This design comes from an exercise in tuning for small area and a short achievable clock period on the open sky130 flow, not from production work. Where RTL was checked, it was by simulation tests only, not by an equivalence proof against the original. The RTL of run 1 was laid out without a check of its function. Power figures rest on the tool's default switching activity, not on a simulated workload.

==> flow/design.v, too long to show whole: its modules and the start of the top module <==
// module and64: 7 lines
// module or64: 7 lines
// module xnor64: 7 lines
// module xor64_by_1: 7 lines
// module comp_sign_extend: 7 lines
// module set_lsb: 6 lines
// module vadder64: 15 lines
// module shift64: 464 lines
// module lt65: 7 lines
// module gt65: 7 lines
// module mux8_to_1_x64: 38 lines
// module alu64: 546 lines
// module alu64_sync: 53 lines
module alu64_sync(
    input clk,
    input en,
    input MD,
    input [2:0] OP,
    input [63:0] R1,
    input [63:0] R2,
    output reg EQ,
    output reg GT,
    output reg LT,
    output reg OVR,
    output reg [63:0] Q
    );
  // ...
==> flow/flow/run.sh <==
#!/bin/bash
# Standard ORFS layout (the standard.sh), with the port buffers made from the
# smallest buffer cell instead of the one buffer_ports picks by default.
set -euo pipefail
bash standard.sh BUFFER_PORTS_ARGS="-buffer_cell sky130_fd_sc_hd__buf_1" finish > standard.log 2>&1
==> flow/standard.sh <==
#!/bin/bash
# synth_recipe.tcl (not shown) runs the flow's synth.tcl, then flattens the netlist and writes it again
# the make line also repeats each setting of config.mk as NAME=value (left out here)
make -C /OpenROAD-flow-scripts/flow DESIGN_CONFIG=/design/flow/config.mk WORK_HOME=/design/flow/orfs CLKGATE_MAP_FILE= SYNTH_SCRIPT=/design/flow/synth_recipe.tcl "${@:-finish}"
==> flow/config.mk <==
export PLATFORM = sky130hd
export DESIGN_NAME = alu64_sync
export DESIGN_NICKNAME = alu64_sync
export VERILOG_FILES = /design/flow/design.v
export SDC_FILE = /design/flow/constraint.sdc
export NUM_CORES = 4
export LEC_CHECK = 0
export ABC_AREA = 1
export CAP_MARGIN = 20
export CORE_MARGIN = 2
export CORE_UTILIZATION = 40
export SETUP_SLACK_MARGIN = 1.5
export SLEW_MARGIN = 20
==> flow/constraint.sdc <==
create_clock -name core_clock -period 4.0 [get_ports {clk}]
set_input_delay 0.8000 -clock core_clock [delete_from_list [all_inputs] [get_ports {clk}]]
set_output_delay 0.8000 -clock core_clock [all_outputs]
set_load 0.01 [all_outputs]
==> impl_metrics.tcl, run 1 <==
set metrics [dict create \
    run_status "no timing/DRC/antenna violations" \
    intPower_mw 3.57 \
    critPathLaunch "V_r[3]" \
    switchingPower_mw 2.47 \
    fin_cells 3505 \
    seq_area_sq_mm 0.00309 \
    cap_viol_max_count 0 \
    clkPwrFrac 0.302 \
    synth_xor_xnor_area_share 0.0324 \
    coreArea_sq_mm 0.0388 \
    stdcell_area_sq_mm 0.0181 \
    die_area_sq_mm 0.0411 \
    final-max-slew-violation-count 0 \
    power.total_mw 6.04 \
    dp_slack_ns 0.801 \
    cts_setup_buffers 2 \
    async_flop_share 0 \
    synthAdderAreaFrac 0.00554 \
    ctsLongestPathBuffers 2 \
    io_pins 202 \
    met3_usage 0.0398 \
    largestRegisters "D_r (64), Q (64), BC_r (7)" \
    grt-ovfl-total 0 \
    highest_layer "met5" \
    path_class "reg -> reg" \
    drtIter0Drc 2309 \
    finalWirelength_microns 71300 \
    synth_mux_area_frac 0.0197 \
    worst-slew-pin-transition_ns 0.998 \
    synth_top_family_by_area "simple AND/OR/NAND/NOR gates" \
]
==> module alu64_sync, before the edit <==
module alu64_sync(
    input clk,
    input en,
    input MD,
    input [2:0] OP,
    input [63:0] R1,
    input [63:0] R2,
    output reg EQ,
    output reg GT,
    output reg LT,
    output reg OVR,
    output reg [63:0] Q
    );
	reg [63:0] D_r;
	reg [5:1] V_r;
	reg FILL_r, REV_r, ADD_r, SLT_r, SGT_r, LT0_r, EQ0_r, EQ1_r, MD_r, OVR_r;
	reg [7:1] BC_r;
	wire [63:0] D_w, S_w;
	wire [5:0] V_w;
	wire FILL_w, REV_w, ADD_w, SLT_w, SGT_w, LT0_w, EQ0_w, EQ1_w, OVR_w;
	wire [7:1] BC_w;
	wire LT_r = MD_r ? ~OVR_r : LT0_r;
	wire EQ_r = MD_r ? EQ1_r : EQ0_r;
	wire GT_1 = ~(LT_r | EQ_r);
	always @(posedge clk)
	begin
		D_r <= D_w;
		V_r <= V_w[5:1];
		FILL_r <= FILL_w;
		REV_r <= REV_w;
		ADD_r <= ADD_w;
		BC_r <= BC_w;
		SLT_r <= SLT_w;
		SGT_r <= SGT_w;
		LT0_r <= LT0_w;
		EQ0_r <= EQ0_w;
		EQ1_r <= EQ1_w;
		MD_r <= MD;
		OVR_r <= OVR_w;
		EQ <= EQ_r;
		GT <= GT_1;
		LT <= LT_r;
		OVR <= OVR_r;
		Q <= {S_w[63:1], S_w[0] | (SLT_r & LT_r) | (SGT_r & GT_1)};
	end
	alu64 u_front (
		.en(en), .MD(MD), .OP(OP), .R1(R1), .R2(R2),
		.D(D_w), .V(V_w), .FILL(FILL_w), .REV(REV_w), .ADD(ADD_w), .BC(BC_w),
		.SLT(SLT_w), .SGT(SGT_w), .LT0(LT0_w), .EQ0(EQ0_w), .EQ1(EQ1_w), .OVR(OVR_w));
	shift64 u_back (
		.D(D_r), .V({V_r, 1'b0}), .FILL(FILL_r), .REV(REV_r), .ADD(ADD_r), .BC(BC_r),
		.S(S_w));
endmodule
==> inputs of run 2 (changes only) <==
--- a/flow/design.v
+++ b/flow/design.v
@@ -63,83 +63,83 @@
 endmodule
 `timescale 1ns / 1ps
 module shift64(D, V, FILL, REV, ADD, BC, S);
     input [63:0] D;
     input [5:0] V;
     input FILL;
     input REV;
     input ADD;
-    input [7:1] BC;
+    input [15:1] BC;
     output [63:0] S;
     wire [63:0] fl;
     assign fl[0] = 1'b0;
     assign fl[1] = 1'b0;
     assign fl[2] = 1'b0;
     assign fl[3] = 1'b0;
-    assign fl[4] = 1'b0;
-    assign fl[5] = 1'b0;
-    assign fl[6] = 1'b0;
-    assign fl[7] = 1'b0;
-    assign fl[8] = BC[1];
-    assign fl[9] = BC[1] & (&D[8:8]);
-    assign fl[10] = BC[1] & (&D[9:8]);
-    assign fl[11] = BC[1] & (&D[10:8]);
-    assign fl[12] = BC[1] & (&D[11:8]);
-    assign fl[13] = BC[1] & (&D[12:8]);
-    assign fl[14] = BC[1] & (&D[13:8]);
-    assign fl[15] = BC[1] & (&D[14:8]);
-    assign fl[16] = BC[2];
-    assign fl[17] = BC[2] & (&D[16:16]);
-    assign fl[18] = BC[2] & (&D[17:16]);
-    assign fl[19] = BC[2] & (&D[18:16]);
-    assign fl[20] = BC[2] & (&D[19:16]);
-    assign fl[21] = BC[2] & (&D[20:16]);
-    assign fl[22] = BC[2] & (&D[21:16]);
-    assign fl[23] = BC[2] & (&D[22:16]);
-    assign fl[24] = BC[3];
-    assign fl[25] = BC[3] & (&D[24:24]);
-    assign fl[26] = BC[3] & (&D[25:24]);
-    assign fl[27] = BC[3] & (&D[26:24]);
-    assign fl[28] = BC[3] & (&D[27:24]);
-    assign fl[29] = BC[3] & (&D[28:24]);
-    assign fl[30] = BC[3] & (&D[29:24]);
-    assign fl[31] = BC[3] & (&D[30:24]);
-    assign fl[32] = BC[4];
-    assign fl[33] = BC[4] & (&D[32:32]);
-    assign fl[34] = BC[4] & (&D[33:32]);
-    assign fl[35] = BC[4] & (&D[34:32]);
-    assign fl[36] = BC[4] & (&D[35:32]);
-    assign fl[37] = BC[4] & (&D[36:32]);
-    assign fl[38] = BC[4] & (&D[37:32]);
-    assign fl[39] = BC[4] & (&D[38:32]);
-    assign fl[40] = BC[5];
-    assign fl[41] = BC[5] & (&D[40:40]);
-    assign fl[42] = BC[5] & (&D[41:40]);
-    assign fl[43] = BC[5] & (&D[42:40]);
-    assign fl[44] = BC[5] & (&D[43:40]);
-    assign fl[45] = BC[5] & (&D[44:40]);
-    assign fl[46] = BC[5] & (&D[45:40]);
-    assign fl[47] = BC[5] & (&D[46:40]);
-    assign fl[48] = BC[6];
-    assign fl[49] = BC[6] & (&D[48:48]);
-    assign fl[50] = BC[6] & (&D[49:48]);
-    assign fl[51] = BC[6] & (&D[50:48]);
-    assign fl[52] = BC[6] & (&D[51:48]);
-    assign fl[53] = BC[6] & (&D[52:48]);
-    assign fl[54] = BC[6] & (&D[53:48]);
-    assign fl[55] = BC[6] & (&D[54:48]);
-    assign fl[56] = BC[7];
-    assign fl[57] = BC[7] & (&D[56:56]);
-    assign fl[58] = BC[7] & (&D[57:56]);
-    assign fl[59] = BC[7] & (&D[58:56]);
-    assign fl[60] = BC[7] & (&D[59:56]);
-    assign fl[61] = BC[7] & (&D[60:56]);
-    assign fl[62] = BC[7] & (&D[61:56]);
-    assign fl[63] = BC[7] & (&D[62:56]);
+    assign fl[4] = BC[1];
+    assign fl[5] = BC[1] & (&D[4:4]);
+    assign fl[6] = BC[1] & (&D[5:4]);
+    assign fl[7] = BC[1] & (&D[6:4]);
+    assign fl[8] = BC[2];
+    assign fl[9] = BC[2] & (&D[8:8]);
+    assign fl[10] = BC[2] & (&D[9:8]);
+    assign fl[11] = BC[2] & (&D[10:8]);
+    assign fl[12] = BC[3];
+    assign fl[13] = BC[3] & (&D[12:12]);
+    assign fl[14] = BC[3] & (&D[13:12]);
+    assign fl[15] = BC[3] & (&D[14:12]);
+    assign fl[16] = BC[4];
+    assign fl[17] = BC[4] & (&D[16:16]);
+    assign fl[18] = BC[4] & (&D[17:16]);
+    assign fl[19] = BC[4] & (&D[18:16]);
+    assign fl[20] = BC[5];
+    assign fl[21] = BC[5] & (&D[20:20]);
+    assign fl[22] = BC[5] & (&D[21:20]);
+    assign fl[23] = BC[5] & (&D[22:20]);
+    assign fl[24] = BC[6];
+    assign fl[25] = BC[6] & (&D[24:24]);
+    assign fl[26] = BC[6] & (&D[25:24]);
+    assign fl[27] = BC[6] & (&D[26:24]);
+    assign fl[28] = BC[7];
+    assign fl[29] = BC[7] & (&D[28:28]);
+    assign fl[30] = BC[7] & (&D[29:28]);
+    assign fl[31] = BC[7] & (&D[30:28]);
+    assign fl[32] = BC[8];
+    assign fl[33] = BC[8] & (&D[32:32]);
+    assign fl[34] = BC[8] & (&D[33:32]);
+    assign fl[35] = BC[8] & (&D[34:32]);
+    assign fl[36] = BC[9];
+    assign fl[37] = BC[9] & (&D[36:36]);
+    assign fl[38] = BC[9] & (&D[37:36]);
+    assign fl[39] = BC[9] & (&D[38:36]);
+    assign fl[40] = BC[10];
+    assign fl[41] = BC[10] & (&D[40:40]);
+    assign fl[42] = BC[10] & (&D[41:40]);
+    assign fl[43] = BC[10] & (&D[42:40]);
+    assign fl[44] = BC[11];
+    assign fl[45] = BC[11] & (&D[44:44]);
+    assign fl[46] = BC[11] & (&D[45:44]);
+    assign fl[47] = BC[11] & (&D[46:44]);
+    assign fl[48] = BC[12];
+    assign fl[49] = BC[12] & (&D[48:48]);
+    assign fl[50] = BC[12] & (&D[49:48]);
+    assign fl[51] = BC[12] & (&D[50:48]);
+    assign fl[52] = BC[13];
+    assign fl[53] = BC[13] & (&D[52:52]);
+    assign fl[54] = BC[13] & (&D[53:52]);
+    assign fl[55] = BC[13] & (&D[54:52]);
+    assign fl[56] = BC[14];
+    assign fl[57] = BC[14] & (&D[56:56]);
+    assign fl[58] = BC[14] & (&D[57:56]);
+    assign fl[59] = BC[14] & (&D[58:56]);
+    assign fl[60] = BC[15];
+    assign fl[61] = BC[15] & (&D[60:60]);
+    assign fl[62] = BC[15] & (&D[61:60]);
+    assign fl[63] = BC[15] & (&D[62:60]);
     wire [63:0] sr1;
     assign sr1[0] = V[1] ? D[2] : D[0];
     assign sr1[1] = V[1] ? D[3] : D[1];
     assign sr1[2] = V[1] ? D[4] : D[2];
     assign sr1[3] = V[1] ? D[5] : D[3];
     assign sr1[4] = V[1] ? D[6] : D[4];
     assign sr1[5] = V[1] ? D[7] : D[5];
     assign sr1[6] = V[1] ? D[8] : D[6];
@@ -577,332 +577,315 @@
 		end
 		else
 		begin
 			out = XD;
 		end
 	end
 endmodule
 `timescale 1ns / 1ps
-module alu64(en, MD, OP, R1, R2, D, V, FILL, REV, ADD, BC, SLT, SGT, LT0, EQ0, EQ1, OVR);
+module alu64(en, MD, OP, R1, R2, D, V, FILL, REV, ADD, BC, SLT, SGT, LT, EQ, OVR);
     input en;
     input MD;
     input [2:0] OP;
     input [63:0] R1;
     input [63:0] R2;
     output [63:0] D;       
     output [5:0] V;        
     output FILL;           
     output REV;            
     output ADD;            
-    output [7:1] BC;       
+    output [15:1] BC;       
     output SLT;            
     output SGT;            
-    output LT0;            
-    output EQ0;            
-    output EQ1;            
+    output LT;
+    output EQ;
     output OVR;
     wire [63:0] a = R1;
     wire [63:0] b = R2;
     wire [63:0] p = a ^ b ^ {64{MD}};    
     wire [63:0] g = a & ~p;              
     wire [63:0] cl;    
     wire g0c = g[0] | (p[0] & MD);
     wire G0_1 = g[1] | (p[1] & g0c);
     wire P0_1 = p[1] & p[0];
     wire G0_3 = g[3] | (p[3] & g[2]);
     wire P0_3 = p[3] & p[2];
-    wire G0_5 = g[5] | (p[5] & g[4]);
-    wire P0_5 = p[5] & p[4];
-    wire G0_7 = g[7] | (p[7] & g[6]);
-    wire P0_7 = p[7] & p[6];
     wire G1_2 = g[2] | (p[2] & G0_1);
     wire P1_2 = p[2] & P0_1;
     wire G1_3 = G0_3 | (P0_3 & G0_1);
     wire P1_3 = P0_3 & P0_1;
-    wire G1_6 = g[6] | (p[6] & G0_5);
-    wire P1_6 = p[6] & P0_5;
-    wire G1_7 = G0_7 | (P0_7 & G0_5);
-    wire P1_7 = P0_7 & P0_5;
-    wire G2_4 = g[4] | (p[4] & G1_3);
-    wire P2_4 = p[4] & P1_3;
-    wire G2_5 = G0_5 | (P0_5 & G1_3);
-    wire P2_5 = P0_5 & P1_3;
-    wire G2_6 = G1_6 | (P1_6 & G1_3);
-    wire P2_6 = P1_6 & P1_3;
-    wire G2_7 = G1_7 | (P1_7 & G1_3);
-    wire P2_7 = P1_7 & P1_3;
     assign cl[0] = MD;
     assign cl[1] = g0c;
     assign cl[2] = G0_1;
     assign cl[3] = G1_2;
-    assign cl[4] = G1_3;
-    assign cl[5] = G2_4;
-    assign cl[6] = G2_5;
-    assign cl[7] = G2_6;
+    wire G0_5 = g[5] | (p[5] & g[4]);
+    wire P0_5 = p[5] & p[4];
+    wire G0_7 = g[7] | (p[7] & g[6]);
+    wire P0_7 = p[7] & p[6];
+    wire G1_6 = g[6] | (p[6] & G0_5);
+    wire P1_6 = p[6] & P0_5;
+    wire G1_7 = G0_7 | (P0_7 & G0_5);
+    wire P1_7 = P0_7 & P0_5;
+    assign cl[4] = 1'b0;
+    assign cl[5] = g[4];
+    assign cl[6] = G0_5;
+    assign cl[7] = G1_6;
     wire G0_9 = g[9] | (p[9] & g[8]);
     wire P0_9 = p[9] & p[8];
     wire G0_11 = g[11] | (p[11] & g[10]);
     wire P0_11 = p[11] & p[10];
-    wire G0_13 = g[13] | (p[13] & g[12]);
-    wire P0_13 = p[13] & p[12];
-    wire G0_15 = g[15] | (p[15] & g[14]);
-    wire P0_15 = p[15] & p[14];
     wire G1_10 = g[10] | (p[10] & G0_9);
     wire P1_10 = p[10] & P0_9;
     wire G1_11 = G0_11 | (P0_11 & G0_9);
     wire P1_11 = P0_11 & P0_9;
-    wire G1_14 = g[14] | (p[14] & G0_13);
-    wire P1_14 = p[14] & P0_13;
-    wire G1_15 = G0_15 | (P0_15 & G0_13);
-    wire P1_15 = P0_15 & P0_13;
-    wire G2_12 = g[12] | (p[12] & G1_11);
-    wire P2_12 = p[12] & P1_11;
-    wire G2_13 = G0_13 | (P0_13 & G1_11);
-    wire P2_13 = P0_13 & P1_11;
-    wire G2_14 = G1_14 | (P1_14 & G1_11);
-    wire P2_14 = P1_14 & P1_11;
-    wire G2_15 = G1_15 | (P1_15 & G1_11);
-    wire P2_15 = P1_15 & P1_11;
     assign cl[8] = 1'b0;
     assign cl[9] = g[8];
     assign cl[10] = G0_9;
     assign cl[11] = G1_10;
-    assign cl[12] = G1_11;
-    assign cl[13] = G2_12;
-    assign cl[14] = G2_13;
-    assign cl[15] = G2_14;
+    wire G0_13 = g[13] | (p[13] & g[12]);
+    wire P0_13 = p[13] & p[12];
+    wire G0_15 = g[15] | (p[15] & g[14]);
+    wire P0_15 = p[15] & p[14];
+    wire G1_14 = g[14] | (p[14] & G0_13);
+    wire P1_14 = p[14] & P0_13;
+    wire G1_15 = G0_15 | (P0_15 & G0_13);
+    wire P1_15 = P0_15 & P0_13;
+    assign cl[12] = 1'b0;
+    assign cl[13] = g[12];
+    assign cl[14] = G0_13;
+    assign cl[15] = G1_14;
     wire G0_17 = g[17] | (p[17] & g[16]);
     wire P0_17 = p[17] & p[16];
     wire G0_19 = g[19] | (p[19] & g[18]);
     wire P0_19 = p[19] & p[18];
-    wire G0_21 = g[21] | (p[21] & g[20]);
-    wire P0_21 = p[21] & p[20];
-    wire G0_23 = g[23] | (p[23] & g[22]);
-    wire P0_23 = p[23] & p[22];
     wire G1_18 = g[18] | (p[18] & G0_17);
     wire P1_18 = p[18] & P0_17;
     wire G1_19 = G0_19 | (P0_19 & G0_17);
     wire P1_19 = P0_19 & P0_17;
-    wire G1_22 = g[22] | (p[22] & G0_21);
-    wire P1_22 = p[22] & P0_21;
-    wire G1_23 = G0_23 | (P0_23 & G0_21);
-    wire P1_23 = P0_23 & P0_21;
-    wire G2_20 = g[20] | (p[20] & G1_19);
-    wire P2_20 = p[20] & P1_19;
-    wire G2_21 = G0_21 | (P0_21 & G1_19);
-    wire P2_21 = P0_21 & P1_19;
-    wire G2_22 = G1_22 | (P1_22 & G1_19);
-    wire P2_22 = P1_22 & P1_19;
-    wire G2_23 = G1_23 | (P1_23 & G1_19);
-    wire P2_23 = P1_23 & P1_19;
     assign cl[16] = 1'b0;
     assign cl[17] = g[16];
     assign cl[18] = G0_17;
     assign cl[19] = G1_18;
-    assign cl[20] = G1_19;
-    assign cl[21] = G2_20;
-    assign cl[22] = G2_21;
-    assign cl[23] = G2_22;
+    wire G0_21 = g[21] | (p[21] & g[20]);
+    wire P0_21 = p[21] & p[20];
+    wire G0_23 = g[23] | (p[23] & g[22]);
+    wire P0_23 = p[23] & p[22];
+    wire G1_22 = g[22] | (p[22] & G0_21);
+    wire P1_22 = p[22] & P0_21;
+    wire G1_23 = G0_23 | (P0_23 & G0_21);
+    wire P1_23 = P0_23 & P0_21;
+    assign cl[20] = 1'b0;
+    assign cl[21] = g[20];
+    assign cl[22] = G0_21;
+    assign cl[23] = G1_22;
     wire G0_25 = g[25] | (p[25] & g[24]);
     wire P0_25 = p[25] & p[24];
     wire G0_27 = g[27] | (p[27] & g[26]);
     wire P0_27 = p[27] & p[26];
-    wire G0_29 = g[29] | (p[29] & g[28]);
-    wire P0_29 = p[29] & p[28];
-    wire G0_31 = g[31] | (p[31] & g[30]);
-    wire P0_31 = p[31] & p[30];
     wire G1_26 = g[26] | (p[26] & G0_25);
     wire P1_26 = p[26] & P0_25;
     wire G1_27 = G0_27 | (P0_27 & G0_25);
     wire P1_27 = P0_27 & P0_25;
-    wire G1_30 = g[30] | (p[30] & G0_29);
-    wire P1_30 = p[30] & P0_29;
-    wire G1_31 = G0_31 | (P0_31 & G0_29);
-    wire P1_31 = P0_31 & P0_29;
-    wire G2_28 = g[28] | (p[28] & G1_27);
-    wire P2_28 = p[28] & P1_27;
-    wire G2_29 = G0_29 | (P0_29 & G1_27);
-    wire P2_29 = P0_29 & P1_27;
-    wire G2_30 = G1_30 | (P1_30 & G1_27);
-    wire P2_30 = P1_30 & P1_27;
-    wire G2_31 = G1_31 | (P1_31 & G1_27);
-    wire P2_31 = P1_31 & P1_27;
     assign cl[24] = 1'b0;
     assign cl[25] = g[24];
     assign cl[26] = G0_25;
     assign cl[27] = G1_26;
-    assign cl[28] = G1_27;
-    assign cl[29] = G2_28;
-    assign cl[30] = G2_29;
-    assign cl[31] = G2_30;
+    wire G0_29 = g[29] | (p[29] & g[28]);
+    wire P0_29 = p[29] & p[28];
+    wire G0_31 = g[31] | (p[31] & g[30]);
+    wire P0_31 = p[31] & p[30];
+    wire G1_30 = g[30] | (p[30] & G0_29);
+    wire P1_30 = p[30] & P0_29;
+    wire G1_31 = G0_31 | (P0_31 & G0_29);
+    wire P1_31 = P0_31 & P0_29;
+    assign cl[28] = 1'b0;
+    assign cl[29] = g[28];
+    assign cl[30] = G0_29;
+    assign cl[31] = G1_30;
     wire G0_33 = g[33] | (p[33] & g[32]);
     wire P0_33 = p[33] & p[32];
     wire G0_35 = g[35] | (p[35] & g[34]);
     wire P0_35 = p[35] & p[34];
-    wire G0_37 = g[37] | (p[37] & g[36]);
-    wire P0_37 = p[37] & p[36];
-    wire G0_39 = g[39] | (p[39] & g[38]);
-    wire P0_39 = p[39] & p[38];
     wire G1_34 = g[34] | (p[34] & G0_33);
     wire P1_34 = p[34] & P0_33;
     wire G1_35 = G0_35 | (P0_35 & G0_33);
     wire P1_35 = P0_35 & P0_33;
-    wire G1_38 = g[38] | (p[38] & G0_37);
-    wire P1_38 = p[38] & P0_37;
-    wire G1_39 = G0_39 | (P0_39 & G0_37);
-    wire P1_39 = P0_39 & P0_37;
-    wire G2_36 = g[36] | (p[36] & G1_35);
-    wire P2_36 = p[36] & P1_35;
-    wire G2_37 = G0_37 | (P0_37 & G1_35);
-    wire P2_37 = P0_37 & P1_35;
-    wire G2_38 = G1_38 | (P1_38 & G1_35);
-    wire P2_38 = P1_38 & P1_35;
-    wire G2_39 = G1_39 | (P1_39 & G1_35);
-    wire P2_39 = P1_39 & P1_35;
     assign cl[32] = 1'b0;
     assign cl[33] = g[32];
     assign cl[34] = G0_33;
     assign cl[35] = G1_34;
-    assign cl[36] = G1_35;
-    assign cl[37] = G2_36;
-    assign cl[38] = G2_37;
-    assign cl[39] = G2_38;
+    wire G0_37 = g[37] | (p[37] & g[36]);
+    wire P0_37 = p[37] & p[36];
+    wire G0_39 = g[39] | (p[39] & g[38]);
+    wire P0_39 = p[39] & p[38];
+    wire G1_38 = g[38] | (p[38] & G0_37);
+    wire P1_38 = p[38] & P0_37;
+    wire G1_39 = G0_39 | (P0_39 & G0_37);
+    wire P1_39 = P0_39 & P0_37;
+    assign cl[36] = 1'b0;
+    assign cl[37] = g[36];
+    assign cl[38] = G0_37;
+    assign cl[39] = G1_38;
     wire G0_41 = g[41] | (p[41] & g[40]);
     wire P0_41 = p[41] & p[40];
     wire G0_43 = g[43] | (p[43] & g[42]);
     wire P0_43 = p[43] & p[42];
-    wire G0_45 = g[45] | (p[45] & g[44]);
-    wire P0_45 = p[45] & p[44];
-    wire G0_47 = g[47] | (p[47] & g[46]);
-    wire P0_47 = p[47] & p[46];
     wire G1_42 = g[42] | (p[42] & G0_41);
     wire P1_42 = p[42] & P0_41;
     wire G1_43 = G0_43 | (P0_43 & G0_41);
     wire P1_43 = P0_43 & P0_41;
-    wire G1_46 = g[46] | (p[46] & G0_45);
-    wire P1_46 = p[46] & P0_45;
-    wire G1_47 = G0_47 | (P0_47 & G0_45);
-    wire P1_47 = P0_47 & P0_45;
-    wire G2_44 = g[44] | (p[44] & G1_43);
-    wire P2_44 = p[44] & P1_43;
-    wire G2_45 = G0_45 | (P0_45 & G1_43);
-    wire P2_45 = P0_45 & P1_43;
-    wire G2_46 = G1_46 | (P1_46 & G1_43);
-    wire P2_46 = P1_46 & P1_43;
-    wire G2_47 = G1_47 | (P1_47 & G1_43);
-    wire P2_47 = P1_47 & P1_43;
     assign cl[40] = 1'b0;
     assign cl[41] = g[40];
     assign cl[42] = G0_41;
     assign cl[43] = G1_42;
-    assign cl[44] = G1_43;
-    assign cl[45] = G2_44;
-    assign cl[46] = G2_45;
-    assign cl[47] = G2_46;
+    wire G0_45 = g[45] | (p[45] & g[44]);
+    wire P0_45 = p[45] & p[44];
+    wire G0_47 = g[47] | (p[47] & g[46]);
+    wire P0_47 = p[47] & p[46];
+    wire G1_46 = g[46] | (p[46] & G0_45);
+    wire P1_46 = p[46] & P0_45;
+    wire G1_47 = G0_47 | (P0_47 & G0_45);
+    wire P1_47 = P0_47 & P0_45;
+    assign cl[44] = 1'b0;
+    assign cl[45] = g[44];
+    assign cl[46] = G0_45;
+    assign cl[47] = G1_46;
     wire G0_49 = g[49] | (p[49] & g[48]);
     wire P0_49 = p[49] & p[48];
     wire G0_51 = g[51] | (p[51] & g[50]);
     wire P0_51 = p[51] & p[50];
-    wire G0_53 = g[53] | (p[53] & g[52]);
-    wire P0_53 = p[53] & p[52];
-    wire G0_55 = g[55] | (p[55] & g[54]);
-    wire P0_55 = p[55] & p[54];
     wire G1_50 = g[50] | (p[50] & G0_49);
     wire P1_50 = p[50] & P0_49;
     wire G1_51 = G0_51 | (P0_51 & G0_49);
     wire P1_51 = P0_51 & P0_49;
-    wire G1_54 = g[54] | (p[54] & G0_53);
-    wire P1_54 = p[54] & P0_53;
-    wire G1_55 = G0_55 | (P0_55 & G0_53);
-    wire P1_55 = P0_55 & P0_53;
-    wire G2_52 = g[52] | (p[52] & G1_51);
-    wire P2_52 = p[52] & P1_51;
-    wire G2_53 = G0_53 | (P0_53 & G1_51);
-    wire P2_53 = P0_53 & P1_51;
-    wire G2_54 = G1_54 | (P1_54 & G1_51);
-    wire P2_54 = P1_54 & P1_51;
-    wire G2_55 = G1_55 | (P1_55 & G1_51);
-    wire P2_55 = P1_55 & P1_51;
     assign cl[48] = 1'b0;
     assign cl[49] = g[48];
     assign cl[50] = G0_49;
     assign cl[51] = G1_50;
-    assign cl[52] = G1_51;
-    assign cl[53] = G2_52;
-    assign cl[54] = G2_53;
-    assign cl[55] = G2_54;
+    wire G0_53 = g[53] | (p[53] & g[52]);
+    wire P0_53 = p[53] & p[52];
+    wire G0_55 = g[55] | (p[55] & g[54]);
+    wire P0_55 = p[55] & p[54];
+    wire G1_54 = g[54] | (p[54] & G0_53);
+    wire P1_54 = p[54] & P0_53;
+    wire G1_55 = G0_55 | (P0_55 & G0_53);
+    wire P1_55 = P0_55 & P0_53;
+    assign cl[52] = 1'b0;
+    assign cl[53] = g[52];
+    assign cl[54] = G0_53;
+    assign cl[55] = G1_54;
     wire G0_57 = g[57] | (p[57] & g[56]);
     wire P0_57 = p[57] & p[56];
     wire G0_59 = g[59] | (p[59] & g[58]);
     wire P0_59 = p[59] & p[58];
-    wire G0_61 = g[61] | (p[61] & g[60]);
-    wire P0_61 = p[61] & p[60];
-    wire G0_63 = g[63] | (p[63] & g[62]);
-    wire P0_63 = p[63] & p[62];
     wire G1_58 = g[58] | (p[58] & G0_57);
     wire P1_58 = p[58] & P0_57;
     wire G1_59 = G0_59 | (P0_59 & G0_57);
     wire P1_59 = P0_59 & P0_57;
-    wire G1_62 = g[62] | (p[62] & G0_61);
-    wire P1_62 = p[62] & P0_61;
-    wire G1_63 = G0_63 | (P0_63 & G0_61);
-    wire P1_63 = P0_63 & P0_61;
-    wire G2_60 = g[60] | (p[60] & G1_59);
-    wire P2_60 = p[60] & P1_59;
-    wire G2_61 = G0_61 | (P0_61 & G1_59);
-    wire P2_61 = P0_61 & P1_59;
-    wire G2_62 = G1_62 | (P1_62 & G1_59);
-    wire P2_62 = P1_62 & P1_59;
-    wire G2_63 = G1_63 | (P1_63 & G1_59);
-    wire P2_63 = P1_63 & P1_59;
     assign cl[56] = 1'b0;
     assign cl[57] = g[56];
     assign cl[58] = G0_57;
     assign cl[59] = G1_58;
-    assign cl[60] = G1_59;
-    assign cl[61] = G2_60;
-    assign cl[62] = G2_61;
-    assign cl[63] = G2_62;
-    wire BG0_1 = G2_15 | (P2_15 & G2_7);
-    wire BP0_1 = P2_15 & P2_7;
-    wire BG0_3 = G2_31 | (P2_31 & G2_23);
-    wire BP0_3 = P2_31 & P2_23;
-    wire BG0_5 = G2_47 | (P2_47 & G2_39);
-    wire BP0_5 = P2_47 & P2_39;
-    wire BG0_7 = G2_63 | (P2_63 & G2_55);
-    wire BP0_7 = P2_63 & P2_55;
-    wire BG1_2 = G2_23 | (P2_23 & BG0_1);
-    wire BP1_2 = P2_23 & BP0_1;
+    wire G0_61 = g[61] | (p[61] & g[60]);
+    wire P0_61 = p[61] & p[60];
+    wire G0_63 = g[63] | (p[63] & g[62]);
+    wire P0_63 = p[63] & p[62];
+    wire G1_62 = g[62] | (p[62] & G0_61);
+    wire P1_62 = p[62] & P0_61;
+    wire G1_63 = G0_63 | (P0_63 & G0_61);
+    wire P1_63 = P0_63 & P0_61;
+    assign cl[60] = 1'b0;
+    assign cl[61] = g[60];
+    assign cl[62] = G0_61;
+    assign cl[63] = G1_62;
+    wire BG0_1 = G1_7 | (P1_7 & G1_3);
+    wire BP0_1 = P1_7 & P1_3;
+    wire BG0_3 = G1_15 | (P1_15 & G1_11);
+    wire BP0_3 = P1_15 & P1_11;
+    wire BG0_5 = G1_23 | (P1_23 & G1_19);
+    wire BP0_5 = P1_23 & P1_19;
+    wire BG0_7 = G1_31 | (P1_31 & G1_27);
+    wire BP0_7 = P1_31 & P1_27;
+    wire BG0_9 = G1_39 | (P1_39 & G1_35);
+    wire BP0_9 = P1_39 & P1_35;
+    wire BG0_11 = G1_47 | (P1_47 & G1_43);
+    wire BP0_11 = P1_47 & P1_43;
+    wire BG0_13 = G1_55 | (P1_55 & G1_51);
+    wire BP0_13 = P1_55 & P1_51;
+    wire BG0_15 = G1_63 | (P1_63 & G1_59);
+    wire BP0_15 = P1_63 & P1_59;
+    wire BG1_2 = G1_11 | (P1_11 & BG0_1);
+    wire BP1_2 = P1_11 & BP0_1;
     wire BG1_3 = BG0_3 | (BP0_3 & BG0_1);
     wire BP1_3 = BP0_3 & BP0_1;
-    wire BG1_6 = G2_55 | (P2_55 & BG0_5);
-    wire BP1_6 = P2_55 & BP0_5;
+    wire BG1_6 = G1_27 | (P1_27 & BG0_5);
+    wire BP1_6 = P1_27 & BP0_5;
     wire BG1_7 = BG0_7 | (BP0_7 & BG0_5);
     wire BP1_7 = BP0_7 & BP0_5;
-    wire BG2_4 = G2_39 | (P2_39 & BG1_3);
-    wire BP2_4 = P2_39 & BP1_3;
+    wire BG1_10 = G1_43 | (P1_43 & BG0_9);
+    wire BP1_10 = P1_43 & BP0_9;
+    wire BG1_11 = BG0_11 | (BP0_11 & BG0_9);
+    wire BP1_11 = BP0_11 & BP0_9;
+    wire BG1_14 = G1_59 | (P1_59 & BG0_13);
+    wire BP1_14 = P1_59 & BP0_13;
+    wire BG1_15 = BG0_15 | (BP0_15 & BG0_13);
+    wire BP1_15 = BP0_15 & BP0_13;
+    wire BG2_4 = G1_19 | (P1_19 & BG1_3);
+    wire BP2_4 = P1_19 & BP1_3;
     wire BG2_5 = BG0_5 | (BP0_5 & BG1_3);
     wire BP2_5 = BP0_5 & BP1_3;
     wire BG2_6 = BG1_6 | (BP1_6 & BG1_3);
     wire BP2_6 = BP1_6 & BP1_3;
     wire BG2_7 = BG1_7 | (BP1_7 & BG1_3);
     wire BP2_7 = BP1_7 & BP1_3;
-    wire [8:0] bc;    
+    wire BG2_12 = G1_51 | (P1_51 & BG1_11);
+    wire BP2_12 = P1_51 & BP1_11;
+    wire BG2_13 = BG0_13 | (BP0_13 & BG1_11);
+    wire BP2_13 = BP0_13 & BP1_11;
+    wire BG2_14 = BG1_14 | (BP1_14 & BG1_11);
+    wire BP2_14 = BP1_14 & BP1_11;
+    wire BG2_15 = BG1_15 | (BP1_15 & BG1_11);
+    wire BP2_15 = BP1_15 & BP1_11;
+    wire BG3_8 = G1_35 | (P1_35 & BG2_7);
+    wire BP3_8 = P1_35 & BP2_7;
+    wire BG3_9 = BG0_9 | (BP0_9 & BG2_7);
+    wire BP3_9 = BP0_9 & BP2_7;
+    wire BG3_10 = BG1_10 | (BP1_10 & BG2_7);
+    wire BP3_10 = BP1_10 & BP2_7;
+    wire BG3_11 = BG1_11 | (BP1_11 & BG2_7);
+    wire BP3_11 = BP1_11 & BP2_7;
+    wire BG3_12 = BG2_12 | (BP2_12 & BG2_7);
+    wire BP3_12 = BP2_12 & BP2_7;
+    wire BG3_13 = BG2_13 | (BP2_13 & BG2_7);
+    wire BP3_13 = BP2_13 & BP2_7;
+    wire BG3_14 = BG2_14 | (BP2_14 & BG2_7);
+    wire BP3_14 = BP2_14 & BP2_7;
+    wire BG3_15 = BG2_15 | (BP2_15 & BG2_7);
+    wire BP3_15 = BP2_15 & BP2_7;
+    wire [16:0] bc;    
     assign bc[0] = MD;
-    assign bc[1] = G2_7;
+    assign bc[1] = G1_3;
     assign bc[2] = BG0_1;
     assign bc[3] = BG1_2;
     assign bc[4] = BG1_3;
     assign bc[5] = BG2_4;
     assign bc[6] = BG2_5;
     assign bc[7] = BG2_6;
     assign bc[8] = BG2_7;
+    assign bc[9] = BG3_8;
+    assign bc[10] = BG3_9;
+    assign bc[11] = BG3_10;
+    assign bc[12] = BG3_11;
+    assign bc[13] = BG3_12;
+    assign bc[14] = BG3_13;
+    assign bc[15] = BG3_14;
+    assign bc[16] = BG3_15;
     wire [63:0] s0 = p ^ cl;
-    assign OVR = bc[8];
+    assign OVR = bc[16];
     wire [63:0] lg;
     wire [63:0] le;
     assign lg[62:0] = ~a[62:0] & p[62:0];
     assign lg[63] = a[63] & p[63];
     assign le = ~p;
     wire CL0_0 = lg[1] | (le[1] & lg[0]);
     wire CE0_0 = le[1] & le[0];
     wire CL0_1 = lg[3] | (le[3] & lg[2]);
@@ -1027,19 +1010,18 @@
     wire CE4_0 = CE3_1 & CE3_0;
     wire CL4_1 = CL3_3 | (CE3_3 & CL3_2);
     wire CE4_1 = CE3_3 & CE3_2;
     wire CL5_0 = CL4_1 | (CE4_1 & CL4_0);
     wire CE5_0 = CE4_1 & CE4_0;
     wire lt0 = CL5_0;
     wire eq0 = CE5_0;
     wire eq1 = &p;
-    assign LT0 = lt0;
-    assign EQ0 = eq0;
-    assign EQ1 = eq1;
+    assign LT = MD ? ~OVR : lt0;
+    assign EQ = MD ? eq1 : eq0;
     wire s_add = en & (OP == 3'b000);
     wire s_shl = en & (OP == 3'b001);
     wire s_shr = en & (OP == 3'b101);
     wire op_x = en & (OP == 3'b100);
     wire op_o = en & (OP == 3'b110);
     wire op_a = en & (OP == 3'b111);
     wire pas = ~en;
     wire sh0 = b[0];
@@ -1058,16 +1040,24 @@
     assign V = {(s_shl | s_shr) ? b[5:1] : 5'd0, 1'b0};
     assign BC[1] = s_add & bc[1];
     assign BC[2] = s_add & bc[2];
     assign BC[3] = s_add & bc[3];
     assign BC[4] = s_add & bc[4];
     assign BC[5] = s_add & bc[5];
     assign BC[6] = s_add & bc[6];
     assign BC[7] = s_add & bc[7];
+    assign BC[8] = s_add & bc[8];
+    assign BC[9] = s_add & bc[9];
+    assign BC[10] = s_add & bc[10];
+    assign BC[11] = s_add & bc[11];
+    assign BC[12] = s_add & bc[12];
+    assign BC[13] = s_add & bc[13];
+    assign BC[14] = s_add & bc[14];
+    assign BC[15] = s_add & bc[15];
     assign D[0] = (s_add & s0[0]) | (b[0] ? (a[0] ? t11 : t01) : (a[0] & t10)) | (shl_a & a[63]) | (shr_b & a[1]) | (shl_b & a[62]);
     assign D[1] = (s_add & s0[1]) | (b[1] ? (a[1] ? t11 : t01) : (a[1] & t10)) | (shl_a & a[62]) | (shr_b & a[2]) | (shl_b & a[61]);
     assign D[2] = (s_add & s0[2]) | (b[2] ? (a[2] ? t11 : t01) : (a[2] & t10)) | (shl_a & a[61]) | (shr_b & a[3]) | (shl_b & a[60]);
     assign D[3] = (s_add & s0[3]) | (b[3] ? (a[3] ? t11 : t01) : (a[3] & t10)) | (shl_a & a[60]) | (shr_b & a[4]) | (shl_b & a[59]);
     assign D[4] = (s_add & s0[4]) | (b[4] ? (a[4] ? t11 : t01) : (a[4] & t10)) | (shl_a & a[59]) | (shr_b & a[5]) | (shl_b & a[58]);
     assign D[5] = (s_add & s0[5]) | (b[5] ? (a[5] ? t11 : t01) : (a[5] & t10)) | (shl_a & a[58]) | (shr_b & a[6]) | (shl_b & a[57]);
     assign D[6] = (s_add & s0[6]) | (b[6] ? (a[6] ? t11 : t01) : (a[6] & t10)) | (shl_a & a[57]) | (shr_b & a[7]) | (shl_b & a[56]);
     assign D[7] = (s_add & s0[7]) | (b[7] ? (a[7] ? t11 : t01) : (a[7] & t10)) | (shl_a & a[56]) | (shr_b & a[8]) | (shl_b & a[55]);
@@ -1139,46 +1129,42 @@
     output reg EQ,
     output reg GT,
     output reg LT,
     output reg OVR,
     output reg [63:0] Q
     );
 	reg [63:0] D_r;
 	reg [5:1] V_r;
-	reg FILL_r, REV_r, ADD_r, SLT_r, SGT_r, LT0_r, EQ0_r, EQ1_r, MD_r, OVR_r;
-	reg [7:1] BC_r;
+	reg FILL_r, REV_r, ADD_r, SLT_r, SGT_r, LT_r, EQ_r, OVR_r;
+	reg [15:1] BC_r;
 	wire [63:0] D_w, S_w;
 	wire [5:0] V_w;
-	wire FILL_w, REV_w, ADD_w, SLT_w, SGT_w, LT0_w, EQ0_w, EQ1_w, OVR_w;
-	wire [7:1] BC_w;
-	wire LT_r = MD_r ? ~OVR_r : LT0_r;
-	wire EQ_r = MD_r ? EQ1_r : EQ0_r;
+	wire FILL_w, REV_w, ADD_w, SLT_w, SGT_w, LT_w, EQ_w, OVR_w;
+	wire [15:1] BC_w;
 	wire GT_1 = ~(LT_r | EQ_r);
 	always @(posedge clk)
 	begin
 		D_r <= D_w;
 		V_r <= V_w[5:1];
 		FILL_r <= FILL_w;
 		REV_r <= REV_w;
 		ADD_r <= ADD_w;
 		BC_r <= BC_w;
 		SLT_r <= SLT_w;
 		SGT_r <= SGT_w;
-		LT0_r <= LT0_w;
-		EQ0_r <= EQ0_w;
-		EQ1_r <= EQ1_w;
-		MD_r <= MD;
+		LT_r <= LT_w;
+		EQ_r <= EQ_w;
 		OVR_r <= OVR_w;
 		EQ <= EQ_r;
 		GT <= GT_1;
 		LT <= LT_r;
 		OVR <= OVR_r;
 		Q <= {S_w[63:1], S_w[0] | (SLT_r & LT_r) | (SGT_r & GT_1)};
 	end
 	alu64 u_front (
 		.en(en), .MD(MD), .OP(OP), .R1(R1), .R2(R2),
 		.D(D_w), .V(V_w), .FILL(FILL_w), .REV(REV_w), .ADD(ADD_w), .BC(BC_w),
-		.SLT(SLT_w), .SGT(SGT_w), .LT0(LT0_w), .EQ0(EQ0_w), .EQ1(EQ1_w), .OVR(OVR_w));
+		.SLT(SLT_w), .SGT(SGT_w), .LT(LT_w), .EQ(EQ_w), .OVR(OVR_w));
 	shift64 u_back (
 		.D(D_r), .V({V_r, 1'b0}), .FILL(FILL_r), .REV(REV_r), .ADD(ADD_r), .BC(BC_r),
 		.S(S_w));
 endmodule
==> run 2 against run 1 <==
Maximum frequency decreased by 0.12%. Critical path depth stayed put. Clock skew up 0.0055 ns. Sequential cell count is 6 higher. Synthesized area shrank 1.8%. Critical path type unchanged. Design area is 2.2% lower. Worst setup slack got worse by 0.0031 ns. Routed wire length fell by 2.1%. Via count fell by 1.1%. Hold slack worse by 0.057 ns. Clock-buffer cell count shrank 3. Non-clock buffer count is 13 lower.
==> impl_metrics.tcl, run 2 <==
set metrics [dict create \
    run_status "no timing/DRC/antenna violations" \
    rsz0062_at_grt "true" \
    syn_area_sq_mm 0.0155 \
    clock_latency_ns 0.47 \
    syn_nets 2930 \
    r2r_slack_ns 1.52 \
    relSlewSlack 0.307 \
    worst-path-buf-inv 2 \
    coreArea_sq_mm 0.0385 \
    grt_pass1_vias 18029 \
    hold_path.class "reg -> reg" \
    grt_pass1_wl_microns 104000 \
    pwr-share-seq 0.341 \
    finalWirelength_microns 69800 \
    clkPwrFrac 0.291 \
    drtPass1Iterations 6 \
    worstHoldPathCells 0 \
    grt.total_usage 0.331 \
    synth_compound_area_frac 0.243 \
    start_util 0.404 \
    tns_ns 0 \
    hp-start "OVR_r" \
    yosys-top-cells-count "1006 x nand2_1, 304 x nand3_1, 279 x inv_1, 271 x o21ai_0, 160 x dfxtp_1" \
    async_flop_share 0 \
    antenna_found_initial 0 \
    ctsLongestPathBuffers 2 \
    dp_slack_ns 0.791 \
    cts_num_sinks 160 \
    synth-simple-area-share 0.398 \
    portBuffers 201 \
    die_w_microns 201 \
    synth_flop_cell "dfxtp_1" \
    leakagePower_nw 8.50 \
    largestRegisters "D_r (64), Q (64), BC_r (15)" \
    yosysWarningCount 1 \
    mostFrequentLayoutCells "1000 x nand2_1, 303 x nand3_1, 273 x inv_1" \
    final-max-slew-violation-count 0 \
    worst-slew-pin-transition_ns 1.04 \
    cap_viol_max_count 0 \
    synth_edf_count 0 \
    r2r_end "Q[59]" \
    tritoncts "built" \
    via_per_inst 5.84 \
    dp.final_hpwl_microns 51500 \
    cts_made_buffers 17 \
    crit_chain "clkinvlp_4 -> buf_6 -> o21ai_0 -> o21ai_0 -> mux2i_1 -> o21ai_0 -> o22ai_2 -> nand2_1 -> nand3_1" \
    fin_nets 3055 \
    avgSynthCellArea_sq_um 5.58 \
    area_growth_syn_to_layout_pct 13.7 \
    arrival_ns 2.87 \
    setup_viol 0 \
    drtIter0Drc 2197 \
    cp.required_ns 4.39 \
    netlist_instances 2781 \
    synth_mux_area_frac 0.0180 \
    worst_slack_ns 1.52 \
    end_kind "flip-flop" \
    routabilityCongestion 0.965 \
    fin_cells 3437 \
    slowest_delay_ns 0.43 \
    r2r_cells 9 \
    synth-seq-cells 160 \
    p_sw_frac 0.417 \
    period_share 0.621 \
    yosysMostFrequentCell "nand2_1" \
    timing.hold.ws_ns 0.377 \
    crit_slowest_cell "dfxtp_4" \
    seq_area_frac_synth 0.206 \
    cp_max_fo 23 \
    drive_gt1_frac 0.0685 \
    synth_top_cell_by_area "nand2_1" \
    rows 72 \
    io_pins 202 \
    h-tree-depth 4 \
    cts_root_buffer "clkbuf_16" \
    ys_types 49 \
    fp.dieH_microns 201 \
    fin_skew_ns 0.0195 \
    place_inst 3392 \
    synth_top_area_share 0.243 \
    synthAdderAreaFrac 0.0121 \
    die_area_sq_mm 0.0404 \
    hold_violations 0 \
    antenna-diode-count 0 \
    drtAntennaViolNets 0 \
    clk_pin_slew_ns 0.07 \
    crit_top_cell "o21ai_0" \
    layout_min_cycle_time_ns 2.48 \
    wl_per_cell_microns 20.3 \
    cts_hold_buf 0 \
    vdd_ir_drop_max_uv 238 \
    final_common_cell "nand2_1" \
    rr_startpoint "V_r[1]" \
    ys_top_cells_by_area "nand2_1 24%, dfxtp_1 21%, nand3_1 9.8%" \
    drc 0 \
    pwr-share-comb 0.368 \
    start_kind "flip-flop" \
    intPower_mw 3.37 \
    vias 20057 \
    nFillCells 4225 \
    max_freq_mhz 403 \
    cp_top_family "compound AO/OA/AOI/OAI gates" \
    min_to "OVR" \
    power.total_mw 5.79 \
    powerDensity_mw_per_mm2 328 \
    grt_max_degree 86 \
    grt-ovfl-total 0 \
    path_class "reg -> reg" \
    switchingPower_mw 2.42 \
    synth_top_family_by_area "simple AND/OR/NAND/NOR gates" \
    synth_xor_xnor_area_share 0.0112 \
]
==> run 2: cell types whose count changed after synthesis, sizes merged, moves of 13 or more <==
cell | before | now
nand3 | 362 | 310
a221oi | 30 | 44
a21oi | 102 | 122
xor2 | 44 | 19
nor2 | 169 | 139
a311oi | 14 | 1
nand2 | 989 | 1018
o2111ai | 29 | 56
nand4 | 27 | 10
==> run 2: logic make-up (layout without fill, tap and decap cells) <==
logic type / count (synthesis) / after routing
buffers and inverters: 432 / 570
multiplexers: 28 / 28
XOR/XNOR: 19 / 19
AO/OA/AOI/OAI: 627 / 627
flip-flops: 160 / 160
AND/OR/NAND/NOR: 1500 / 1500
adder cells (fa/ha/maj): 15 / 15
==> run 2: worst reg2reg max path: stages, from the launching register on <==
cell        delay, ns
dfxtp_4          0.43
clkinvlp_4       0.24
buf_6            0.24
o21ai_0          0.37
o21ai_0          0.20
mux2i_1          0.23
o21ai_0          0.14
o22ai_2          0.38
nand2_1          0.09
nand3_1          0.10
==> run 2: stage by stage <==
stage,utilization,instance area [sq um]
6_report,0.459,17700
4_1_cts,0.452,17400
5_1_grt,0.459,17700
3_5_place_dp,0.432,16600
3_3_place_gp,0.432,16600
2_1_floorplan,-,15500
==> run 2: worst max-delay path by stage <==
stage,from,endpoint,cells past startpoint
global route,R1[58],LT_r,13
finish,V_r[1],Q[59],9
floorplan,MD,LT_r,16
detailed placement,MD,LT_r,12
global placement,MD,LT_r,12
CTS,V_r[1],Q[16],12
==> run 2: power groups by stage <==
| stage | Clock (mW) | Combinational [mW] | Sequential (mW) |
|---|---|---|---|
| final | 1.69 | 2.13 | 1.98 |
| after global placement | 0 | 1.98 | 2.00 |
| after floorplan | 0 | 1.24 | 1.99 |
| after CTS | 1.71 | 2.03 | 1.97 |
| after global routing | 1.76 | 2.34 | 1.99 |
| after detailed placement | 0 | 2.00 | 2.01 |
==> run 2: per-layer routing <==
| layer | routed length, microns | GRT usage | part of all wire | up-vias |
|---|---|---|---|---|
| met1 | 30500 | 0.463 | 0.44 | 9241 |
| met3 | 7060 | 0.0679 | 0.10 | 126 |
| li1 | - | - | - | 9608 |
| met2 | 29800 | 0.499 | 0.43 | 1082 |
| met5 | 0 | 0 | 0 | - |
| met4 | 2440 | 0.125 | 0.035 | 0 |
==> run 2: repair_timing <==
item                                    4_1_cts  5_1_grt
setup buffers                                 5        3
pin swaps                                     1        4
gates cloned                                  2        3
resized for setup                            33      101
endpoints found under the setup margin      104       84
==> run 2: area by class of cell <==
| cell class | count | area (sq um) | area share |
|---|---|---|---|
| well taps | 518 | 648 | 0.0367 |
| inverters | 290 | 1130 | 0.0638 |
| clock buffers | 18 | 429 | 0.0243 |
| repair inverters | 2 | 18.8 | 0.00106 |
| repair buffers | 246 | 1300 | 0.0734 |
| multi-input cells | 2189 | 10800 | 0.610 |
| flip-flops and latches | 160 | 3210 | 0.182 |
| clock inverters | 14 | 158 | 0.00893 |
==> inputs of run 3 (changes only) <==
--- a/flow/config.mk
+++ b/flow/config.mk
@@ -9,5 +9,6 @@
 export CAP_MARGIN = 20
 export CORE_MARGIN = 2
 export CORE_UTILIZATION = 40
-export SETUP_SLACK_MARGIN = 1.5
+export CTS_BUF_LIST = sky130_fd_sc_hd__clkbuf_4 sky130_fd_sc_hd__clkbuf_8
+export SETUP_SLACK_MARGIN = 1.3
 export SLEW_MARGIN = 20
==> run 3 against run 2 <==
Still clean. Maximum frequency is 5.5% lower. Global-route usage is 0.45 points lower. Core utilization is 1.2 points lower. Worst setup slack worse by 0.15 ns. Design area is 2.7% lower. Sequential share of layout area is 0.49 points higher. Largest power group unchanged. Via count is 0.24% lower. First-iteration DRC count is 7.7% higher. Routed wire length is 1.4% lower. Die area stayed put. Sequential cell count stayed put. Power is 8.1% lower.
==> impl_metrics.tcl, run 3 <==
set metrics [dict create \
    clk_pin_slew_ns 0.09 \
    critPathLaunch "R2[0]" \
    grt.total_usage 0.327 \
    antenna-diode-count 0 \
    tritoncts "built" \
    hold_path.class "reg -> reg" \
    start_kind "input pin" \
    synth_top_cell_by_area "nand2_1" \
    coreArea_sq_mm 0.0385 \
    io_pins 202 \
    vdd_ir_drop_max_uv 181 \
    syn_nets 2930 \
    ctsLongestPathBuffers 2 \
    portBuffers 201 \
    yosysMostFrequentCell "nand2_1" \
    netlist_instances 2781 \
    finalWirelength_microns 68800 \
    yosys-top-cells-count "1006 x nand2_1, 304 x nand3_1, 279 x inv_1, 271 x o21ai_0, 160 x dfxtp_1" \
    relSlewSlack 0.309 \
    grt_pass1_wl_microns 103000 \
    final_common_cell "nand2_1" \
    die_area_sq_mm 0.0404 \
    dp.final_hpwl_microns 51500 \
    hold_violations 0 \
    via_per_inst 5.83 \
    r2r_cells 10 \
    layout_min_cycle_time_ns 2.63 \
    cts_num_sinks 160 \
    drtPass1Iterations 10 \
    period_share 0.657 \
    synth_top_area_share 0.243 \
    wl_per_cell_microns 20.1 \
    start_util 0.404 \
    seq_area_frac_synth 0.206 \
    leakagePower_nw 8.25 \
    async_flop_share 0 \
    drtAntennaViolNets 0 \
    cts_root_buffer "clkbuf_8" \
    antenna_found_initial 0 \
    drtIter0Drc 2366 \
    multi_input_area_sq_mm 0.0106 \
    routabilityCongestion 0.965 \
    rr_startpoint "V_r[1]" \
    avgSynthCellArea_sq_um 5.58 \
    area_growth_syn_to_layout_pct 10.6 \
    ys_types 49 \
    synth-seq-cells 160 \
    h-tree-depth 4 \
    largestRegisters "D_r (64), Q (64), BC_r (15)" \
    final-max-slew-violation-count 0 \
    seq_area_sq_mm 0.00321 \
    nFillCells 4290 \
    syn_area_sq_mm 0.0155 \
    clock_latency_ns 0.52 \
    cap_viol_max_count 0 \
    arrival_ns 2.99 \
    mostFrequentLayoutCells "1005 x nand2_1, 304 x nand3_1, 276 x inv_1" \
    path_class "in -> reg" \
    cp_max_fo 17 \
    max_freq_mhz 381 \
    end_kind "flip-flop" \
    timing.hold.ws_ns 0.384 \
    powerDensity_mw_per_mm2 310 \
    tns_ns 0 \
    rsz0062_at_grt "true" \
    rows 72 \
    fin_skew_ns 0.0281 \
    yosysWarningCount 1 \
    fin_nets 3050 \
    synth_flop_cell "dfxtp_1" \
    grt_pass1_vias 17892 \
    cp.required_ns 4.36 \
    grt-ovfl-total 0 \
    worst-slew-pin-transition_ns 1.04 \
    synth_edf_count 0 \
    drc 0 \
    run_status "no timing/DRC/antenna violations" \
    cts_made_buffers 17 \
    crit_path_end "D_r[18]" \
    r2r_end "Q[34]" \
    setup_viol 0 \
    grt_max_degree 86 \
    vias 20009 \
    r2r_slack_ns 1.41 \
    drive_gt1_frac 0.0463 \
    ys_top_cells_by_area "nand2_1 24%, dfxtp_1 21%, nand3_1 9.8%" \
    fp.dieH_microns 201 \
    die_w_microns 201 \
]
run 3: changes by cell type in the layout (fill, tap and decap cells not counted), sizes merged:
cell    previous run  this run
clkbuf            56        22
buf              208       237
run 3: cell families after synthesis:
logic type	after synthesis	share of synthesized area
mux	28	0.0180
compound gates	627	0.243
simple gates	1500	0.398
flops	160	0.206
xor+xnor	19	0.0112
buf+inv	432	0.111
fa+ha+maj	15	0.0121
run 3: worst min-delay path by stage:
stage                     start  endpoint  slack [ns]  cells after the start
after global placement    OVR_r       OVR        0.38                      0
after detailed placement  OVR_r       OVR        0.39                      0
after CTS                 OVR_r       OVR        0.39                      0
final                     OVR_r       OVR        0.38                      0
after floorplan           OVR_r       OVR        0.31                      0
after global routing      OVR_r       OVR        0.38                      0
run 3: what timing repair did:
action	in CTS	in global routing
resized for setup	4	27
hold buffers	0	0
buffers inserted	0	5
cloned	0	3
pin swaps	0	0
endpoints found under the setup margin	12	67
run 3: power breakdown:
group          internal [mW]  switching [mW]  leakage (nW)
logic                  0.615            1.47          6.72
clock network          0.569           0.702         0.194
registers               1.81           0.165          1.34
run 3: critical path: stages:
cell	delay, ns
buf_1	0.27
inv_1	0.16
nand2_1	0.12
clkinv_1	0.70
a221oi_1	0.74
o2111ai_1	0.18
run 3: layout make-up:
class                           instances  share of cell area
Clock buffer                           18              0.0141
Tap cell                              518              0.0377
Inverter                              290              0.0653
Sequential cell                       160               0.187
Clock inverter                         14             0.00917
Timing Repair inverter                  2            0.000947
Multi-Input combinational cell       2189               0.619
Timing Repair Buffer                  241              0.0669
run 3: metrics by stage:
step | cell area (sq um) | power (mW) | std cells | worst slack, ns | utilization
3_5_place_dp | 16600 | 4.00 | 3392 | 0.791 | 0.432
3_3_place_gp | 16600 | 3.98 | 3392 | 0.818 | 0.432
2_1_floorplan | 15500 | 3.23 | 2781 | 1.68 | -
4_1_cts | 17000 | 5.27 | 3424 | 1.32 | 0.443
5_1_grt | 17200 | 5.65 | 3432 | 1.26 | 0.447
6_report | 17200 | 5.32 | 3432 | 1.37 | 0.447
run 3: layer usage:
layer	GRT usage	share of wire	up-vias	routed length, microns
met1	0.462	0.43	9186	29700
met2	0.490	0.42	1112	29200
met4	0.108	0.033	0	2290
li1	-	-	9591	-
met3	0.0692	0.11	120	7610
met5	0	0	-	0
==> inputs of run 4 (changes only) <==
--- a/flow/config.mk
+++ b/flow/config.mk
@@ -10,5 +10,5 @@
 export CORE_MARGIN = 2
 export CORE_UTILIZATION = 40
 export CTS_BUF_LIST = sky130_fd_sc_hd__clkbuf_4 sky130_fd_sc_hd__clkbuf_8
-export SETUP_SLACK_MARGIN = 1.3
+export SETUP_SLACK_MARGIN = 1.5
 export SLEW_MARGIN = 20
==> run 4 against run 3 <==
Still clean on timing, DRC and antenna. Global-route usage up 0.093 points. Power up 0.62%. Maximum frequency up 8.4%. Clock power about the same. Non-clock buffer count up 5. Core utilization up 0.48 points. Register-to-register slack better by 0.20 ns. Largest cell class unchanged. Highest routed layer unchanged.
==> impl_metrics.tcl, run 4 <==
set metrics [dict create \
    run_status "no timing/DRC/antenna violations" \
    start_kind "input pin" \
    worst-slew-pin-transition_ns 1.07 \
    syn_nets 2930 \
    worstHoldPathCells 0 \
    ctsLongestPathBuffers 2 \
    min_to "OVR" \
    ys_types 49 \
    final-max-slew-violation-count 0 \
    rows 72 \
    fin_skew_ns 0.0271 \
    rr_startpoint "V_r[1]" \
    drtIter0Drc 2458 \
    setup_viol 0 \
    grt_pass1_vias 17909 \
    vias 20125 \
    avgSynthCellArea_sq_um 5.58 \
    synth-seq-cells 160 \
    grt_pass1_wl_microns 104000 \
    cts_root_buffer "clkbuf_8" \
    synth_flop_cell "dfxtp_1" \
    synth_top_cell_by_area "nand2_1" \
    cp_max_fo 63 \
    area_growth_syn_to_layout_pct 11.8 \
    critPathLaunch "OP[0]" \
    die_w_microns 201 \
    layout_min_cycle_time_ns 2.42 \
    fp.dieH_microns 201 \
    hold_violations 0 \
    io_pins 202 \
    hp-start "OVR_r" \
    relSlewSlack 0.285 \
    cts_made_buffers 17 \
    drive_gt1_frac 0.0606 \
    post-route-util 0.452 \
    path_class "in -> reg" \
    async_flop_share 0 \
    clk_pin_slew_ns 0.10 \
    finalWirelength_microns 69500 \
    tns_ns 0 \
    seq_area_frac_synth 0.206 \
    r2r_end "Q[58]" \
    end_kind "flip-flop" \
    powerDensity_mw_per_mm2 308 \
    yosysWarningCount 1 \
    ys_top_cells_by_area "nand2_1 24%, dfxtp_1 21%, nand3_1 9.8%" \
    cap_viol_max_count 0 \
    portBuffers 201 \
    antenna-diode-count 0 \
    clock_latency_ns 0.52 \
    cts_num_sinks 160 \
    synth_top_area_share 0.243 \
    rsz0062_at_grt "true" \
    antenna_found_initial 0 \
    final_common_cell "nand2_1" \
    cp.required_ns 4.36 \
    grt_max_degree 86 \
    max_freq_mhz 412 \
    die_area_sq_mm 0.0404 \
    via_per_inst 5.85 \
    netlist_instances 2781 \
    crit_slowest_cell "buf_4" \
    place_inst 3392 \
    cts_hold_buf 0 \
    routabilityCongestion 0.965 \
    hold_path.class "reg -> reg" \
    drtAntennaViolNets 0 \
    leakagePower_nw 8.36 \
    drtPass1Iterations 5 \
    slowest_delay_ns 0.60 \
    tritoncts "built" \
    start_util 0.404 \
    synth_edf_count 0 \
    largestRegisters "D_r (64), Q (64), BC_r (15)" \
    nFillCells 4274 \
    drc 0 \
    grt-ovfl-total 0 \
    yosysMostFrequentCell "nand2_1" \
    grt.total_usage 0.327 \
    arrival_ns 2.78 \
    h-tree-depth 4 \
    coreArea_sq_mm 0.0385 \
    syn_area_sq_mm 0.0155 \
    fin_nets 3056 \
    period_share 0.606 \
    r2r_slack_ns 1.61 \
    r2r_cells 10 \
    fin_cells 3438 \
    wl_per_cell_microns 20.2 \
    dp.final_hpwl_microns 51500 \
    vdd_ir_drop_max_uv 180 \
    yosys-top-cells-count "1006 x nand2_1, 304 x nand3_1, 279 x inv_1, 271 x o21ai_0, 160 x dfxtp_1" \
    mostFrequentLayoutCells "1005 x nand2_1, 303 x nand3_1, 276 x inv_1" \
    crit_chain "buf_1 -> nor3_1 -> inv_2 -> buf_4 -> o22ai_1 -> a221oi_1 -> o2111ai_1" \
]
-- run 4: power breakdown --
group	internal [mW]	total, mW	switching (mW)
registers	1.81	1.97	0.166
logic	0.630	2.11	1.48
clock network	0.569	1.27	0.703
total	3.01	5.36	2.35
-- run 4: cell families (layout without fill, tap and decap cells) --
logic type,count (synthesis),count (layout),share of synthesized area
xor+xnor,19,19,0.0112
flops,160,160,0.206
fa+ha+maj,15,15,0.0121
compound gates,627,627,0.243
buf+inv,432,571,0.111
mux,28,28,0.0180
simple gates,1500,1500,0.398
-- run 4: stage by stage --
| stage | worst slack (ns) | power [mW] | hold WS, ns | cell area (sq um) |
|---|---|---|---|---|
| floorplan | 1.68 | 3.23 | 0.310 | 15500 |
| global placement | 0.818 | 3.98 | 0.382 | 16600 |
| detailed placement | 0.791 | 4.00 | 0.385 | 16600 |
| CTS | 1.50 | 5.28 | 0.393 | 17100 |
| global route | 1.45 | 5.68 | 0.379 | 17400 |
| finish | 1.58 | 5.36 | 0.391 | 17400 |
-- run 4: worst max-delay path, delay by kind of cell --
kind / cells / cell delay (ns)
compound gates: 3 / 0.76
buf+inv: 3 / 0.95
simple gates: 1 / 0.17
-- run 4: worst max-delay path by stage --
stage / endpoint / slack (ns) / cells after the start
global placement: LT_r / 0.82 / 12
global route: LT_r / 1.45 / 15
detailed placement: LT_r / 0.79 / 12
floorplan: LT_r / 1.68 / 16
finish: D_r[18] / 1.58 / 7
CTS: LT_r / 1.50 / 16
-- run 4: cell type report --
| class | instances | area, sq um | area share |
|---|---|---|---|
| multi-input cells | 2189 | 10700 | 0.618 |
| clock buffers | 18 | 241 | 0.0139 |
| repair inverters | 3 | 26.3 | 0.00151 |
| well taps | 518 | 648 | 0.0373 |
| repair buffers | 246 | 1230 | 0.0710 |
| inverters | 290 | 1120 | 0.0647 |
| clock inverters | 14 | 158 | 0.00908 |
| flip-flops and latches | 160 | 3210 | 0.185 |
-- run 4: routing by layer --
metal	global-route usage	routed length, microns
met1	0.463	30400
met3	0.0688	7180
met2	0.493	29600
met5	0	0
met4	0.107	2350
-- run 4: what timing repair did --
action | 4_1_cts | 5_1_grt
resized for setup | 24 | 72
cloned | 1 | 4
pin swaps | 0 | 3
setup endpoints to repair | 71 | 124
buffers inserted | 1 | 8

==> static timing again, ports no longer ideal <==
In the flow no input, the clock included, has a driving cell. The finished layouts below were timed again as built, in two steps.
Step 1 assumes that a clkbuf_16 drives the clock port and a buf_2 every other input.
Step 2 times the ports against the registers' clock, not the clock port: input delays grow and output delays shrink by t, the midpoint of the rising clock arrivals with the driver on.
Slacks: ideal / step 1 / step 2; pairs: ideal / step 1.
run	t, ns	setup WS [ns]	hold WS [ns]	worst data-port slew with drivers (ns)
run 1	0.492	1.521 / 1.521 / 1.082	0.434 / 0.434 / 0.434	0.09
run 2	0.514	1.518 / 1.518 / 1.107	0.377 / 0.377 / 0.377	0.06
run 3	0.554	1.372 / 1.400 / 0.846	0.384 / 0.384 / 0.384	0.05
run 4	0.552	1.575 / 1.604 / 1.051	0.391 / 0.391 / 0.391	0.06
After both steps setup and hold are still met in every run listed. For run 3, which loses most, drivers alone change the setup slack by +0.028 ns; drivers and shift together by -0.526 ns.
